From an optimization exercise on the open Yosys and OpenROAD flow, aimed at small area, a short achievable clock period and few clock cycles; shortcuts taken in it are not production practice. Only simulation tests tie the RTL to the original design; equivalence was not proved. Power and IR drop assume default switching activity.

==> v14 <==
Design ysyx_24090012, start of the top module:
module ysyx_24090012(
    input         clk,          
    input         reset,          
    input         io_interrupt,   
    input         io_master_awready,
    output        io_master_awvalid,
    output [31:0] io_master_awaddr,
    output [3:0]  io_master_awid,
    output [7:0]  io_master_awlen,
    output [2:0]  io_master_awsize,
    output [1:0]  io_master_awburst,
    input         io_master_wready,
    output        io_master_wvalid,
    output [31:0] io_master_wdata,
    output [3:0]  io_master_wstrb,
    output        io_master_wlast,
    output        io_master_bready,
    input         io_master_bvalid,
    input  [1:0]  io_master_bresp,
    input  [3:0]  io_master_bid,
    input         io_master_arready,
    output        io_master_arvalid,
    output [31:0] io_master_araddr,
    output [3:0]  io_master_arid,
    output [7:0]  io_master_arlen,
    output [2:0]  io_master_arsize,
    output [1:0]  io_master_arburst,
    output        io_master_rready,
    input         io_master_rvalid,
    input  [1:0]  io_master_rresp,
    input  [31:0] io_master_rdata,
    input         io_master_rlast,
    input  [3:0]  io_master_rid
);
localparam NL = 4;               
localparam LB = 2;               
localparam NW = 4;               
localparam WB = 2;               
localparam TB = 1 + 16 - LB - WB - 2;
reg  [31:0] pcf;
reg  [31:0] cdata [0:NL*NW-1];
reg  [TB-1:0] ctag [0:NL-1];
reg  [NL*NW-1:0] wv;             
reg  [31:0] rf [1:15];
reg         w_en;                
reg  [3:0]  w_rd;
reg  [31:0] w_data;
reg         x_valid;
reg  [31:0] x_pc, x_inst, x_a, x_ob;
reg         x_pred;
reg         xk_op, xk_opi, xk_ld, xk_st, xk_br, xk_jal, xk_jalr, xk_sys, xk_redir, xk_ecall;
reg         xs_alu, xs_imm, xs_auipc, xs_pc4, xs_csr, xs_zext;    
reg         x_wen;               
reg  [1:0]  bstate;
localparam B_IDLE = 2'd0, B_WR = 2'd1, B_LD = 2'd2, B_IF = 2'd3;
reg         ar_v, aw_v, w_v;
reg  [31:0] addr_q;              
reg  [LB-1:0] fill_idx;
reg  [7:0]  ar_len;
reg  [2:0]  ar_size;
reg  [31:0] st_data;
reg  [3:0]  st_strb;
reg  [2:0]  st_size;
reg         st_pend;
reg  [WB-1:0] fill_word;
reg         ld_issued;
reg         ld_clint;
reg         r_v, r_tz;
reg  [31:0] mstatus, mtvec, mepc, mcause;
reg         pend_v;
reg  [1:0]  pend_sel;
reg  [31:0] pend_data;
  ...
export LEC_CHECK = 0
export CAP_MARGIN = 30
export CORE_MARGIN = 2
export CORE_UTILIZATION = 30
export SLEW_MARGIN = 30
create_clock -name core_clock -period 16.0 [get_ports {clk}]
standard.sh (not shown) runs the stock make flow with config.mk's settings and CLKGATE_MAP_FILE= SYNTH_SCRIPT=/design/flow/synth_recipe.tcl, a recipe that flattens the netlist after the stock synthesis.
==> flow/flow/run.sh <==
#!/bin/bash
# The standard layout (standard.sh), with the setup repair aimed at 11.5 ns of slack
# at the design's 16 ns clock, so that repair_timing keeps shortening the critical paths.
set -euo pipefail
bash standard.sh SETUP_SLACK_MARGIN=11.5 finish > standard_flow.log 2>&1
==> v23: changes against v14 <==
--- a/flow/design.v
+++ b/flow/design.v
@@ -107,16 +107,15 @@
 wire        s_alu  = (k_op && op_ok) || (k_opi && opi_ok);
 wire        s_zext = (k_op && !op_ok) || (k_opi && !opi_ok) || (k_sys && !k_csrw && !k_ecall && !k_mret && !k_ebrk);
 wire        f_wen  = (k_opi || k_lui || k_auipc || k_sys || k_jal || k_jalr || k_op || k_ld) && (f_rd != 4'd0);
 wire [31:0] f_iimm = {{20{f_inst[31]}}, f_inst[31:20]};
 wire [31:0] f_bimm = {{20{f_inst[31]}}, f_inst[7], f_inst[30:25], f_inst[11:8], 1'b0};
-wire [31:0] f_jimm = {{12{f_inst[31]}}, f_inst[19:12], f_inst[20], f_inst[30:21], 1'b0};
 wire [31:0] f_uimm = {f_inst[31:12], 12'b0};
-wire [31:0] f_tgt_b = pcf + f_bimm;
-wire [31:0] f_tgt_j = pcf + f_jimm;
-wire [31:0] f_tgt  = k_jal ? f_tgt_j : f_tgt_b;
-wire        f_pred = k_jal || (k_br && f_inst[31]);
+wire [12:0] f_tlo  = {1'b0, pcf[11:0]} + {1'b0, f_bimm[11:0]};
+wire [19:0] f_hm1  = pcf[31:12] - 20'd1;
+wire [31:0] f_tgt  = {f_tlo[12] ? pcf[31:12] : f_hm1, f_tlo[11:0]};
+wire        f_pred = k_br && f_inst[31];
 wire [31:0] f_pc4  = pcf + 32'd4;
 wire [31:0] f_imm  = k_lui ? f_uimm : f_iimm;
 wire [2:0]  f3 = x_inst[14:12];
 wire [3:0]  x_rd = x_inst[10:7];
 wire [11:0] x_csr = x_inst[31:20];
@@ -166,11 +165,12 @@
     endcase
 end
 wire        br_eff  = xk_jal || (xk_br && br_cond);
 wire        mispred = (xk_br || xk_jal) && (br_eff != x_pred);
 wire [31:0] x_bimm  = {{20{x_inst[31]}}, x_inst[7], x_inst[30:25], x_inst[11:8], 1'b0};
-wire [31:0] br_pc   = br_eff ? (x_pc + x_bimm) : pc4;
+wire [31:0] x_jimm  = {{12{x_inst[31]}}, x_inst[19:12], x_inst[20], x_inst[30:21], 1'b0};
+wire [31:0] br_pc   = br_eff ? (x_pc + (xk_jal ? x_jimm : x_bimm)) : pc4;
 wire [31:0] redir_raw = xk_jalr ? {sum[31:1], 1'b0} : (xk_ecall ? mtvec : mepc);
 wire [1:0]  lo = sum[1:0];
 wire [31:0] x_simm = {{20{x_inst[31]}}, x_inst[31:25], x_inst[11:7]};
 wire [31:0] st_sum = x_a + x_simm;
 wire [1:0]  slo = st_sum[1:0];
@@ -212,11 +212,11 @@
         default: ld_val = (lo == 2'd0) ? ld_word : 32'h0;
     endcase
 end
 wire        x_done  = xk_st ? !st_pend : (xk_ld ? ld_done : (xk_redir ? r_v : 1'b1));
 wire        x_stall = !x_done;
-wire        x_ret   = x_valid && x_done;
+wire        csr_go  = x_valid && csr_wr;        
 wire        x_wr    = x_wen && x_done;
 wire        fwd_ok = x_wen && !xk_ld;
 wire [31:0] rf1 = (f_rs1 == 4'd0) ? 32'h0 : rf[f_rs1];
 wire [31:0] rf2 = (f_rs2 == 4'd0) ? 32'h0 : rf[f_rs2];
 wire [31:0] w1  = (w_en && w_rd == f_rs1) ? w_data : rf1;
@@ -230,12 +230,14 @@
 wire        if_req = !f_hit && !xk_redir && !r_v && (bstate != B_IF) && !(xk_ld && !ld_issued);
 wire        st_wr = st_pend || x_st_go;              
 wire        go_wr = bus_free && st_wr;
 wire        go_ld = bus_free && !st_wr && ld_req;
 wire        go_if = bus_free && !st_wr && !ld_req && if_req;
-wire        pc_take_tgt = f_adv && f_pred && !r_v && !mispred;
-wire [31:0] pc_other = r_v ? (r_tz ? pc4 : redir_raw) : mispred ? br_pc : f_adv ? f_pc4 : pcf;
+wire        pc_take_tgt = f_pred && !r_v && !mispred;
+wire [31:0] pc_other = r_v ? (r_tz ? pc4 : redir_raw) : mispred ? br_pc : f_pc4;
+wire        pc_en = r_v || mispred || f_adv;
+integer i;
 always @(posedge clk) begin
     if (reset) begin
         pcf <= 32'h3000_0000;
         wv <= {(NL*NW){1'b0}};
         x_valid <= 1'b0;
@@ -250,34 +252,32 @@
         pend_v <= 1'b0;
         tpre <= 12'h0; tcnt <= 58'h0;
     end else begin
         tpre <= tpre + 12'h1;
         if (tpre == 12'hFFF) tcnt <= tcnt + 58'h1;
-        pcf <= pc_take_tgt ? f_tgt : pc_other;
+        if (pc_en) pcf <= pc_take_tgt ? f_tgt : pc_other;
         r_v <= xk_redir && !r_v;
         if (!x_stall) begin
             x_valid <= f_adv;
             xk_ld <= f_adv && k_ld; xk_st <= f_adv && k_st; xk_br <= f_adv && k_br;
             xk_jal <= f_adv && k_jal; xk_redir <= f_adv && (k_jalr || k_ecall || k_mret);
             x_wen <= f_adv && f_wen;
         end
         w_en <= x_wr;
-        if (pend_v && (x_ret || !x_valid)) begin
+        if (pend_v && (!x_valid || !xk_redir || r_v)) begin
             pend_v <= 1'b0;
             case (pend_sel)
                 2'd0: mstatus <= pend_data;
                 2'd1: mtvec <= pend_data;
                 2'd2: mepc <= pend_data;
                 default: mcause <= pend_data;
             endcase
         end
-        if (x_ret) begin
-            pend_v <= csr_wr;
-            if (xk_ecall) begin
-                mepc <= x_pc;
-                mcause <= 32'h0000000b;
-            end
+        if (csr_go) pend_v <= 1'b1;
+        if (x_valid && xk_ecall && r_v) begin
+            mepc <= x_pc;
+            mcause <= 32'h0000000b;
         end
         if (w_v && io_master_wready) st_pend <= 1'b0;
         if (x_st_go) st_pend <= 1'b1;
         if (ld_done) begin ld_issued <= 1'b0; ld_clint <= 1'b0; end
         if (ar_v && io_master_arready) ar_v <= 1'b0;
@@ -295,11 +295,12 @@
             ld_issued <= 1'b1; ld_clint <= is_clint;
         end
         if (go_if) begin
             bstate <= B_IF;
             ar_v <= 1'b1;
-            if (ctag[f_idx] != f_tag) wv[f_idx*NW +: NW] <= {NW{1'b0}};
+            for (i = 0; i < NW; i = i + 1)
+                if (ctag[f_idx] != f_tag || i >= f_word) wv[f_idx*NW + i] <= 1'b0;
         end
     end
 end
 always @(posedge clk) begin
     r_tz <= (redir_raw == 32'h0);
@@ -313,28 +314,26 @@
         xs_csr <= k_csrw; xs_zext <= s_zext;
     end
     if (w_en) rf[w_rd] <= w_data;
     w_rd <= x_rd;
     w_data <= xk_ld ? ld_val : res;
-    if (x_ret) begin
+    if (csr_go) begin
         pend_sel <= c_mstatus ? 2'd0 : c_mtvec ? 2'd1 : c_mepc ? 2'd2 : 2'd3;
         pend_data <= (f3 == 3'b001) ? x_a : (csr_rd | x_a);
     end
     if (x_st_go) begin
-        addr_q <= st_sum; st_data <= sd_data; st_strb <= sd_strb; st_size <= sd_size;
+        st_data <= sd_data; st_strb <= sd_strb; st_size <= sd_size;
     end
-    if (bstate == B_IF && io_master_rvalid) begin
-        cdata[{fill_idx, fill_word}] <= io_master_rdata;
-        fill_word <= fill_word + 1'b1;
-    end
-    if (go_ld) begin
-        addr_q <= sum; ar_len <= 8'd0; ar_size <= ld_size;
+    if (x_st_go || go_ld || go_if) addr_q <= x_st_go ? st_sum : (ld_req ? sum : {pcf[31:2], 2'b00});
+    if (go_ld || go_if) begin
+        ar_len <= ld_req ? 8'd0 : {{(8-WB){1'b0}}, ~f_word};
+        ar_size <= ld_req ? ld_size : 3'd2;
     end
+    if (bstate == B_IF) cdata[{fill_idx, fill_word}] <= io_master_rdata;
+    if (bstate == B_IF && io_master_rvalid) fill_word <= fill_word + 1'b1;
     if (go_if) begin
-        addr_q <= {pcf[31:2], 2'b00};
         fill_idx <= f_idx;
-        ar_len <= {{(8-WB){1'b0}}, ~f_word}; ar_size <= 3'd2;
         fill_word <= f_word;
         ctag[f_idx] <= f_tag;
     end
 end
 assign io_master_awvalid = aw_v;
--- a/flow/config.mk
+++ b/flow/config.mk
@@ -5,7 +5,7 @@
 export SDC_FILE = /design/flow/constraint.sdc
 export NUM_CORES = 4
 export LEC_CHECK = 0
 export CAP_MARGIN = 30
 export CORE_MARGIN = 2
-export CORE_UTILIZATION = 30
+export CORE_UTILIZATION = 55
 export SLEW_MARGIN = 30
==> v30: changes against v14 <==
--- a/flow/design.v
+++ b/flow/design.v
@@ -107,16 +107,15 @@
 wire        s_alu  = (k_op && op_ok) || (k_opi && opi_ok);
 wire        s_zext = (k_op && !op_ok) || (k_opi && !opi_ok) || (k_sys && !k_csrw && !k_ecall && !k_mret && !k_ebrk);
 wire        f_wen  = (k_opi || k_lui || k_auipc || k_sys || k_jal || k_jalr || k_op || k_ld) && (f_rd != 4'd0);
 wire [31:0] f_iimm = {{20{f_inst[31]}}, f_inst[31:20]};
 wire [31:0] f_bimm = {{20{f_inst[31]}}, f_inst[7], f_inst[30:25], f_inst[11:8], 1'b0};
-wire [31:0] f_jimm = {{12{f_inst[31]}}, f_inst[19:12], f_inst[20], f_inst[30:21], 1'b0};
 wire [31:0] f_uimm = {f_inst[31:12], 12'b0};
-wire [31:0] f_tgt_b = pcf + f_bimm;
-wire [31:0] f_tgt_j = pcf + f_jimm;
-wire [31:0] f_tgt  = k_jal ? f_tgt_j : f_tgt_b;
-wire        f_pred = k_jal || (k_br && f_inst[31]);
+wire [12:0] f_tlo  = {1'b0, pcf[11:0]} + {1'b0, f_bimm[11:0]};
+wire [19:0] f_hm1  = pcf[31:12] - 20'd1;
+wire [31:0] f_tgt  = {f_tlo[12] ? pcf[31:12] : f_hm1, f_tlo[11:0]};
+wire        f_pred = k_br && f_inst[31];
 wire [31:0] f_pc4  = pcf + 32'd4;
 wire [31:0] f_imm  = k_lui ? f_uimm : f_iimm;
 wire [2:0]  f3 = x_inst[14:12];
 wire [3:0]  x_rd = x_inst[10:7];
 wire [11:0] x_csr = x_inst[31:20];
@@ -166,11 +165,12 @@
     endcase
 end
 wire        br_eff  = xk_jal || (xk_br && br_cond);
 wire        mispred = (xk_br || xk_jal) && (br_eff != x_pred);
 wire [31:0] x_bimm  = {{20{x_inst[31]}}, x_inst[7], x_inst[30:25], x_inst[11:8], 1'b0};
-wire [31:0] br_pc   = br_eff ? (x_pc + x_bimm) : pc4;
+wire [31:0] x_jimm  = {{12{x_inst[31]}}, x_inst[19:12], x_inst[20], x_inst[30:21], 1'b0};
+wire [31:0] br_pc   = br_eff ? (x_pc + (xk_jal ? x_jimm : x_bimm)) : pc4;
 wire [31:0] redir_raw = xk_jalr ? {sum[31:1], 1'b0} : (xk_ecall ? mtvec : mepc);
 wire [1:0]  lo = sum[1:0];
 wire [31:0] x_simm = {{20{x_inst[31]}}, x_inst[31:25], x_inst[11:7]};
 wire [31:0] st_sum = x_a + x_simm;
 wire [1:0]  slo = st_sum[1:0];
@@ -212,11 +212,11 @@
         default: ld_val = (lo == 2'd0) ? ld_word : 32'h0;
     endcase
 end
 wire        x_done  = xk_st ? !st_pend : (xk_ld ? ld_done : (xk_redir ? r_v : 1'b1));
 wire        x_stall = !x_done;
-wire        x_ret   = x_valid && x_done;
+wire        csr_go  = x_valid && csr_wr;        
 wire        x_wr    = x_wen && x_done;
 wire        fwd_ok = x_wen && !xk_ld;
 wire [31:0] rf1 = (f_rs1 == 4'd0) ? 32'h0 : rf[f_rs1];
 wire [31:0] rf2 = (f_rs2 == 4'd0) ? 32'h0 : rf[f_rs2];
 wire [31:0] w1  = (w_en && w_rd == f_rs1) ? w_data : rf1;
@@ -259,25 +259,23 @@
             xk_ld <= f_adv && k_ld; xk_st <= f_adv && k_st; xk_br <= f_adv && k_br;
             xk_jal <= f_adv && k_jal; xk_redir <= f_adv && (k_jalr || k_ecall || k_mret);
             x_wen <= f_adv && f_wen;
         end
         w_en <= x_wr;
-        if (pend_v && (x_ret || !x_valid)) begin
+        if (pend_v && (!x_valid || !xk_redir || r_v)) begin
             pend_v <= 1'b0;
             case (pend_sel)
                 2'd0: mstatus <= pend_data;
                 2'd1: mtvec <= pend_data;
                 2'd2: mepc <= pend_data;
                 default: mcause <= pend_data;
             endcase
         end
-        if (x_ret) begin
-            pend_v <= csr_wr;
-            if (xk_ecall) begin
-                mepc <= x_pc;
-                mcause <= 32'h0000000b;
-            end
+        if (csr_go) pend_v <= 1'b1;
+        if (x_valid && xk_ecall && r_v) begin
+            mepc <= x_pc;
+            mcause <= 32'h0000000b;
         end
         if (w_v && io_master_wready) st_pend <= 1'b0;
         if (x_st_go) st_pend <= 1'b1;
         if (ld_done) begin ld_issued <= 1'b0; ld_clint <= 1'b0; end
         if (ar_v && io_master_arready) ar_v <= 1'b0;
@@ -313,28 +311,28 @@
         xs_csr <= k_csrw; xs_zext <= s_zext;
     end
     if (w_en) rf[w_rd] <= w_data;
     w_rd <= x_rd;
     w_data <= xk_ld ? ld_val : res;
-    if (x_ret) begin
+    if (csr_go) begin
         pend_sel <= c_mstatus ? 2'd0 : c_mtvec ? 2'd1 : c_mepc ? 2'd2 : 2'd3;
         pend_data <= (f3 == 3'b001) ? x_a : (csr_rd | x_a);
     end
     if (x_st_go) begin
-        addr_q <= st_sum; st_data <= sd_data; st_strb <= sd_strb; st_size <= sd_size;
+        st_data <= sd_data; st_strb <= sd_strb; st_size <= sd_size;
+    end
+    if (x_st_go || go_ld || go_if) addr_q <= x_st_go ? st_sum : (ld_req ? sum : {pcf[31:2], 2'b00});
+    if (go_ld || go_if) begin
+        ar_len <= ld_req ? 8'd0 : {{(8-WB){1'b0}}, ~f_word};
+        ar_size <= ld_req ? ld_size : 3'd2;
     end
     if (bstate == B_IF && io_master_rvalid) begin
         cdata[{fill_idx, fill_word}] <= io_master_rdata;
         fill_word <= fill_word + 1'b1;
     end
-    if (go_ld) begin
-        addr_q <= sum; ar_len <= 8'd0; ar_size <= ld_size;
-    end
     if (go_if) begin
-        addr_q <= {pcf[31:2], 2'b00};
         fill_idx <= f_idx;
-        ar_len <= {{(8-WB){1'b0}}, ~f_word}; ar_size <= 3'd2;
         fill_word <= f_word;
         ctag[f_idx] <= f_tag;
     end
 end
 assign io_master_awvalid = aw_v;
--- a/flow/config.mk
+++ b/flow/config.mk
@@ -5,7 +5,7 @@
 export SDC_FILE = /design/flow/constraint.sdc
 export NUM_CORES = 4
 export LEC_CHECK = 0
 export CAP_MARGIN = 30
 export CORE_MARGIN = 2
-export CORE_UTILIZATION = 30
+export CORE_UTILIZATION = 55
 export SLEW_MARGIN = 30
==> v2: changes against v14 <==
--- a/flow/design.v
+++ b/flow/design.v
@@ -107,16 +107,13 @@
 wire        s_alu  = (k_op && op_ok) || (k_opi && opi_ok);
 wire        s_zext = (k_op && !op_ok) || (k_opi && !opi_ok) || (k_sys && !k_csrw && !k_ecall && !k_mret && !k_ebrk);
 wire        f_wen  = (k_opi || k_lui || k_auipc || k_sys || k_jal || k_jalr || k_op || k_ld) && (f_rd != 4'd0);
 wire [31:0] f_iimm = {{20{f_inst[31]}}, f_inst[31:20]};
 wire [31:0] f_bimm = {{20{f_inst[31]}}, f_inst[7], f_inst[30:25], f_inst[11:8], 1'b0};
-wire [31:0] f_jimm = {{12{f_inst[31]}}, f_inst[19:12], f_inst[20], f_inst[30:21], 1'b0};
 wire [31:0] f_uimm = {f_inst[31:12], 12'b0};
-wire [31:0] f_tgt_b = pcf + f_bimm;
-wire [31:0] f_tgt_j = pcf + f_jimm;
-wire [31:0] f_tgt  = k_jal ? f_tgt_j : f_tgt_b;
-wire        f_pred = k_jal || (k_br && f_inst[31]);
+wire [31:0] f_tgt  = pcf + f_bimm;
+wire        f_pred = k_br && f_inst[31];
 wire [31:0] f_pc4  = pcf + 32'd4;
 wire [31:0] f_imm  = k_lui ? f_uimm : f_iimm;
 wire [2:0]  f3 = x_inst[14:12];
 wire [3:0]  x_rd = x_inst[10:7];
 wire [11:0] x_csr = x_inst[31:20];
@@ -166,11 +163,12 @@
     endcase
 end
 wire        br_eff  = xk_jal || (xk_br && br_cond);
 wire        mispred = (xk_br || xk_jal) && (br_eff != x_pred);
 wire [31:0] x_bimm  = {{20{x_inst[31]}}, x_inst[7], x_inst[30:25], x_inst[11:8], 1'b0};
-wire [31:0] br_pc   = br_eff ? (x_pc + x_bimm) : pc4;
+wire [31:0] x_jimm  = {{12{x_inst[31]}}, x_inst[19:12], x_inst[20], x_inst[30:21], 1'b0};
+wire [31:0] br_pc   = br_eff ? (x_pc + (xk_jal ? x_jimm : x_bimm)) : pc4;
 wire [31:0] redir_raw = xk_jalr ? {sum[31:1], 1'b0} : (xk_ecall ? mtvec : mepc);
 wire [1:0]  lo = sum[1:0];
 wire [31:0] x_simm = {{20{x_inst[31]}}, x_inst[31:25], x_inst[11:7]};
 wire [31:0] st_sum = x_a + x_simm;
 wire [1:0]  slo = st_sum[1:0];
@@ -212,11 +210,11 @@
         default: ld_val = (lo == 2'd0) ? ld_word : 32'h0;
     endcase
 end
 wire        x_done  = xk_st ? !st_pend : (xk_ld ? ld_done : (xk_redir ? r_v : 1'b1));
 wire        x_stall = !x_done;
-wire        x_ret   = x_valid && x_done;
+wire        csr_go  = x_valid && csr_wr;        
 wire        x_wr    = x_wen && x_done;
 wire        fwd_ok = x_wen && !xk_ld;
 wire [31:0] rf1 = (f_rs1 == 4'd0) ? 32'h0 : rf[f_rs1];
 wire [31:0] rf2 = (f_rs2 == 4'd0) ? 32'h0 : rf[f_rs2];
 wire [31:0] w1  = (w_en && w_rd == f_rs1) ? w_data : rf1;
@@ -259,25 +257,23 @@
             xk_ld <= f_adv && k_ld; xk_st <= f_adv && k_st; xk_br <= f_adv && k_br;
             xk_jal <= f_adv && k_jal; xk_redir <= f_adv && (k_jalr || k_ecall || k_mret);
             x_wen <= f_adv && f_wen;
         end
         w_en <= x_wr;
-        if (pend_v && (x_ret || !x_valid)) begin
+        if (pend_v && (!x_valid || !xk_redir || r_v)) begin
             pend_v <= 1'b0;
             case (pend_sel)
                 2'd0: mstatus <= pend_data;
                 2'd1: mtvec <= pend_data;
                 2'd2: mepc <= pend_data;
                 default: mcause <= pend_data;
             endcase
         end
-        if (x_ret) begin
-            pend_v <= csr_wr;
-            if (xk_ecall) begin
-                mepc <= x_pc;
-                mcause <= 32'h0000000b;
-            end
+        if (csr_go) pend_v <= 1'b1;
+        if (x_valid && xk_ecall && r_v) begin
+            mepc <= x_pc;
+            mcause <= 32'h0000000b;
         end
         if (w_v && io_master_wready) st_pend <= 1'b0;
         if (x_st_go) st_pend <= 1'b1;
         if (ld_done) begin ld_issued <= 1'b0; ld_clint <= 1'b0; end
         if (ar_v && io_master_arready) ar_v <= 1'b0;
@@ -313,28 +309,28 @@
         xs_csr <= k_csrw; xs_zext <= s_zext;
     end
     if (w_en) rf[w_rd] <= w_data;
     w_rd <= x_rd;
     w_data <= xk_ld ? ld_val : res;
-    if (x_ret) begin
+    if (csr_go) begin
         pend_sel <= c_mstatus ? 2'd0 : c_mtvec ? 2'd1 : c_mepc ? 2'd2 : 2'd3;
         pend_data <= (f3 == 3'b001) ? x_a : (csr_rd | x_a);
     end
     if (x_st_go) begin
-        addr_q <= st_sum; st_data <= sd_data; st_strb <= sd_strb; st_size <= sd_size;
+        st_data <= sd_data; st_strb <= sd_strb; st_size <= sd_size;
+    end
+    if (x_st_go || go_ld || go_if) addr_q <= x_st_go ? st_sum : (ld_req ? sum : {pcf[31:2], 2'b00});
+    if (go_ld || go_if) begin
+        ar_len <= ld_req ? 8'd0 : {{(8-WB){1'b0}}, ~f_word};
+        ar_size <= ld_req ? ld_size : 3'd2;
     end
     if (bstate == B_IF && io_master_rvalid) begin
         cdata[{fill_idx, fill_word}] <= io_master_rdata;
         fill_word <= fill_word + 1'b1;
     end
-    if (go_ld) begin
-        addr_q <= sum; ar_len <= 8'd0; ar_size <= ld_size;
-    end
     if (go_if) begin
-        addr_q <= {pcf[31:2], 2'b00};
         fill_idx <= f_idx;
-        ar_len <= {{(8-WB){1'b0}}, ~f_word}; ar_size <= 3'd2;
         fill_word <= f_word;
         ctag[f_idx] <= f_tag;
     end
 end
 assign io_master_awvalid = aw_v;
==> metrics.md <==
| Metric | Value |
|---|---|
| Outcome | timing/DRC/antenna clean |
| Antenna violations before repair | 24 |
| Die width | 397 um |
| Post-CTS setup buffers | 138 |
| Non-CTS buffers | 584 |
| Max FO, Critical Path | 17 |
| Place WS | 9.31 ns |
| Number of global-route vias before repair | 61700 |
| Global Route Usage Sum | 41.4% |
| Number of enable flip-flop cells after synthesis | 1279 |
| HP Start | pcf[0] |
| Die height | 397 um |
| Clk power | 3.91 mW |
That was v23.
==> metrics.md <==
| Metric | Value |
|---|---|
| HP Start | pcf[0] |
| Die width | 540 um |
| Clk power | 3.91 mW |
| Antenna violations before repair | 31 |
| Number of enable flip-flop cells after synthesis | 1279 |
| Outcome | timing/DRC/antenna clean |
| Place WS | 8.27 ns |
| Global Route Usage Sum | 22.3% |
That was v2.
==> metrics.md <==
| Metric | Value |
|---|---|
| HP Start | tpre[0] |
| Post-CTS setup buffers | 112 |
| Outcome | timing/DRC/antenna clean |
| Number of enable flip-flop cells after synthesis | 1279 |
| Clk power | 3.94 mW |
| Die height | 397 um |
| Antenna violations before repair | 19 |
| Non-CTS buffers | 535 |
| Number of global-route vias before repair | 64100 |
| Global Route Usage Sum | 41.7% |
| Max FO, Critical Path | 7 |
That was v30.
==> metrics.md <==
| Metric | Value |
|---|---|
| Non-CTS buffers | 748 |
| Die height | 537 um |
| Number of global-route vias before repair | 63300 |
| Antenna violations before repair | 31 |
| Post-CTS setup buffers | 177 |
| Clk power | 4.09 mW |
| Max FO, Critical Path | 11 |
| Outcome | timing/DRC/antenna clean |
| Number of enable flip-flop cells after synthesis | 1275 |
That was v14.
Testbench counts of v14, summed over its fixed seeds: cycles 1,379,051.
Testbench counts of v23, summed over its fixed seeds: cycles 1,380,453.
Testbench counts of v30, summed over its fixed seeds: cycles 1,380,453.
Testbench counts of v2, summed over its fixed seeds: cycles 1,380,453.

-- static timing again, ports no longer ideal --
How much do the figures lean on ideal ports? The routed layouts below were timed once more, with nothing changed but the port constraints. Step 1 sets driving cells, clkbuf_16 on the clock port and buf_2 on the other inputs (assumed; they add their load-dependent delay and slew). Step 2 times the ports against the registers' clock, not the clock port: input delays grow and output delays shrink by t, the midpoint of the rising clock arrivals with the driver on. a / b / c = ideal / step 1 / step 2; a / b = the first two.
run | t (ns) | setup slack, ns | hold WS [ns] | latest minus earliest clock arrival (ns) | slew at the worst register clock pin (ns)
v14 | 0.926 | 10.788 / 10.788 / 10.013 | 0.446 / 0.446 / 0.446 | 0.087 / 0.086 | 0.07 / 0.07
v23 | 0.904 | 11.403 / 11.328 / 10.611 | 0.437 / 0.437 / 0.437 | 0.052 / 0.052 | 0.07 / 0.07
v30 | 0.907 | 11.157 / 11.183 / 10.276 | 0.445 / 0.445 / 0.445 | 0.114 / 0.114 | 0.07 / 0.07
v2 | 0.900 | 11.033 / 11.088 / 10.188 | 0.429 / 0.429 / 0.429 | 0.077 / 0.077 | 0.07 / 0.07
After both steps setup and hold are still met in every run listed. For v30, which loses most, drivers alone change the setup slack by +0.026 ns; drivers and shift together by -0.881 ns.
